What follows belongs to an exercise in optimizing a design on an open flow for small area, a short achievable clock period and few clock cycles per item; a production flow would make more cautious choices. Only simulation tests tie the RTL to the original design; equivalence was not proved. Power is estimated from default activity; no workload was simulated.

==> inputs of run a <==
## mmult
module mmult(
    input clk,
    input reset_n,
    input enable,
    input [0:9*8-1] A_mat,
    input [0:9*8-1] B_mat,
    output valid,
    output reg [0:9*17-1] C_mat
);
Settings: LEC_CHECK=0, CAP_MARGIN=20, CORE_MARGIN=2, CORE_UTILIZATION=40, CTS_CLUSTER_DIAMETER=150, CTS_CLUSTER_SIZE=20, SLEW_MARGIN=20; clock period 11.0 ns.
standard.sh (not shown) runs the stock make flow with config.mk's settings and CLKGATE_MAP_FILE= SYNTH_SCRIPT=/design/flow/synth_recipe.tcl, a recipe that flattens the netlist after the stock synthesis.
==> flow/flow/run.sh <==
#!/bin/bash
# Standard layout, with these changes: Yosys's "abc -fast" pre-pass is skipped
# (so the full adders extract with clean polarity), the port buffers are the
# smallest plain buffer instead of the delay buffer buffer_ports picks, and
# timing repair aims for 7.0 ns of setup slack instead of 0.
export SYNTH_ARGS=-noabc
export BUFFER_PORTS_ARGS="-buffer_cell sky130_fd_sc_hd__buf_1"
export SETUP_SLACK_MARGIN=7.0
bash standard.sh > standard.log 2>&1
==> run b: changes against run a <==
==> flow/flow/run.sh (replaced) <==
#!/bin/bash
# Standard layout, with these changes: Yosys's "abc -fast" pre-pass is skipped
# (so the full adders extract with clean polarity), the port buffers are the
# smallest plain buffer instead of the delay buffer buffer_ports picks, and
# timing repair aims for 6.6 ns of setup slack instead of 0.
export SYNTH_ARGS=-noabc
export BUFFER_PORTS_ARGS="-buffer_cell sky130_fd_sc_hd__buf_1"
export SETUP_SLACK_MARGIN=6.6
bash standard.sh > standard.log 2>&1
Settings changed: CORE_UTILIZATION 40 to 55.
==> run c: changes against run a <==
==> flow/flow/run.sh (replaced) <==
#!/bin/bash
# Standard layout, with these changes: Yosys's "abc -fast" pre-pass is skipped
# (so the full adders extract with clean polarity), the port buffers are the
# smallest plain buffer instead of the delay buffer buffer_ports picks, and
# timing repair aims for 6.6 ns of setup slack instead of 0.
export SYNTH_ARGS=-noabc
export BUFFER_PORTS_ARGS="-buffer_cell sky130_fd_sc_hd__buf_1"
export SETUP_SLACK_MARGIN=6.6
bash standard.sh > standard.log 2>&1
Settings changed: CTS_BUF_LIST set to sky130_fd_sc_hd__clkbuf_8, CTS_CLUSTER_DIAMETER 150 to 60, CTS_CLUSTER_SIZE 20 to 10.
==> run d: changes against run a <==
--- a/flow/design.v
+++ b/flow/design.v
@@ -1623,13 +1623,13 @@
         if (load) begin
             A <= ~A_mat;
             B <= ~B_mat;
             cnt <= 2'd0;
             C_mat <= 153'd0;
         end else begin
             A <= {A[8:23], 8'hff, A[32:47], 8'hff, A[56:71], 8'hff};
-            B[0:47] <= B[24:71];
+            B <= {B[24:71], 24'hffffff};
             if (!valid) cnt <= cnt + 2'd1;
             C_mat <= {c00_s, c01_s, c02_s, c10_s, c11_s, c12_s, c20_s, c21_s, c22_s};
         end
     end
 endmodule
==> flow/flow/run.sh (replaced) <==
#!/bin/bash
# Standard layout, with these changes: Yosys's "abc -fast" pre-pass is skipped
# (so the full adders extract with clean polarity), the port buffers are the
# smallest plain buffer instead of the delay buffer buffer_ports picks, and
# timing repair aims for 6.6 ns of setup slack instead of 0.
export SYNTH_ARGS=-noabc
export BUFFER_PORTS_ARGS="-buffer_cell sky130_fd_sc_hd__buf_1"
export SETUP_SLACK_MARGIN=6.6
bash standard.sh > standard.log 2>&1
==> qor summary <==
item	run d	run a	run c	run b
Outcome	timing/DRC/antenna clean	timing/DRC/antenna clean	timing/DRC/antenna clean	timing/DRC/antenna clean
Final layout net count	3906	4026	3938	3905
Placed wire-length estimate	60200 um	58900 um	59000 um	58500 um
Capture point of the worst reg-to-reg path	C_mat[54]$_SDFF_PP0_	C_mat[85]$_SDFF_PP0_	C_mat[68]$_SDFF_PP0_	C_mat[105]$_SDFF_PP0_
Pin count of the biggest net entering global routing	111	125	190	174
Synthesized area	0.0268 mm^2	0.0272 mm^2	0.0272 mm^2	0.0272 mm^2
Final WL	79100 um	94400 um	80300 um	78100 um
Number of combinational gates with multiple inputs	2404	2380	2380	2380
Mean instance size in the synthesized netlist	9.33 um^2	9.41 um^2	9.41 um^2	9.41 um^2
Worst setup path endpoint	C_mat[54]$_SDFF_PP0_	C_mat[85]$_SDFF_PP0_	C_mat[68]$_SDFF_PP0_	C_mat[105]$_SDFF_PP0_
Fraction of power consumed by combinational cells	73.3%	78.5%	72.1%	74.0%
Clock share of power	8.6%	7.2%	10.6%	8.6%
Number of setup buffers added after CTS	0	18	0	0
Setup repair after global routing missed its margin	false	true	true	true
Clock group	708 uW	755 uW	903 uW	721 uW
Detailed router's first-iteration violation count	1308	1798	1489	1443
Worst hold margin	0.440 ns	0.449 ns	0.461 ns	0.452 ns
Testbench counts of run a, summed over its fixed seeds: cycles 2,048, items 512.
Testbench counts of run b, summed over its fixed seeds: cycles 2,048, items 512.
Testbench counts of run c, summed over its fixed seeds: cycles 2,048, items 512.
Testbench counts of run d, summed over its fixed seeds: cycles 2,048, items 512.

## re-timing with driven ports
The flow's constraints put no driver on any port. The routed layouts listed below were extracted and timed again, unchanged, in two steps. Step 1, drivers: a clkbuf_16 drives clk and a buf_2 each remaining input, both assumed. Step 2 moves the port delays by t, midway between the first and last clock arrival at a register: inputs arrive t later, outputs are due t later. That takes back most of the time a late clock gives input paths. Three values: no drivers, after step 1, after step 2; two values: the first two.
| run | t (ns) | setup WS [ns] | worst hold slack (ns) |
|---|---|---|---|
| run a | 0.617 | 6.941 / 6.941 / 6.620 | 0.449 / 0.449 / 0.449 |
| run b | 0.605 | 6.724 / 6.724 / 6.188 | 0.452 / 0.452 / 0.452 |
| run c | 0.696 | 6.700 / 6.700 / 6.500 | 0.461 / 0.461 / 0.461 |
| run d | 0.613 | 6.796 / 6.796 / 6.363 | 0.440 / 0.440 / 0.440 |
After both steps every run listed still meets setup and hold. The setup slack of run b, which loses most, moves by 0.000 ns with the drivers and by -0.536 ns with both steps.
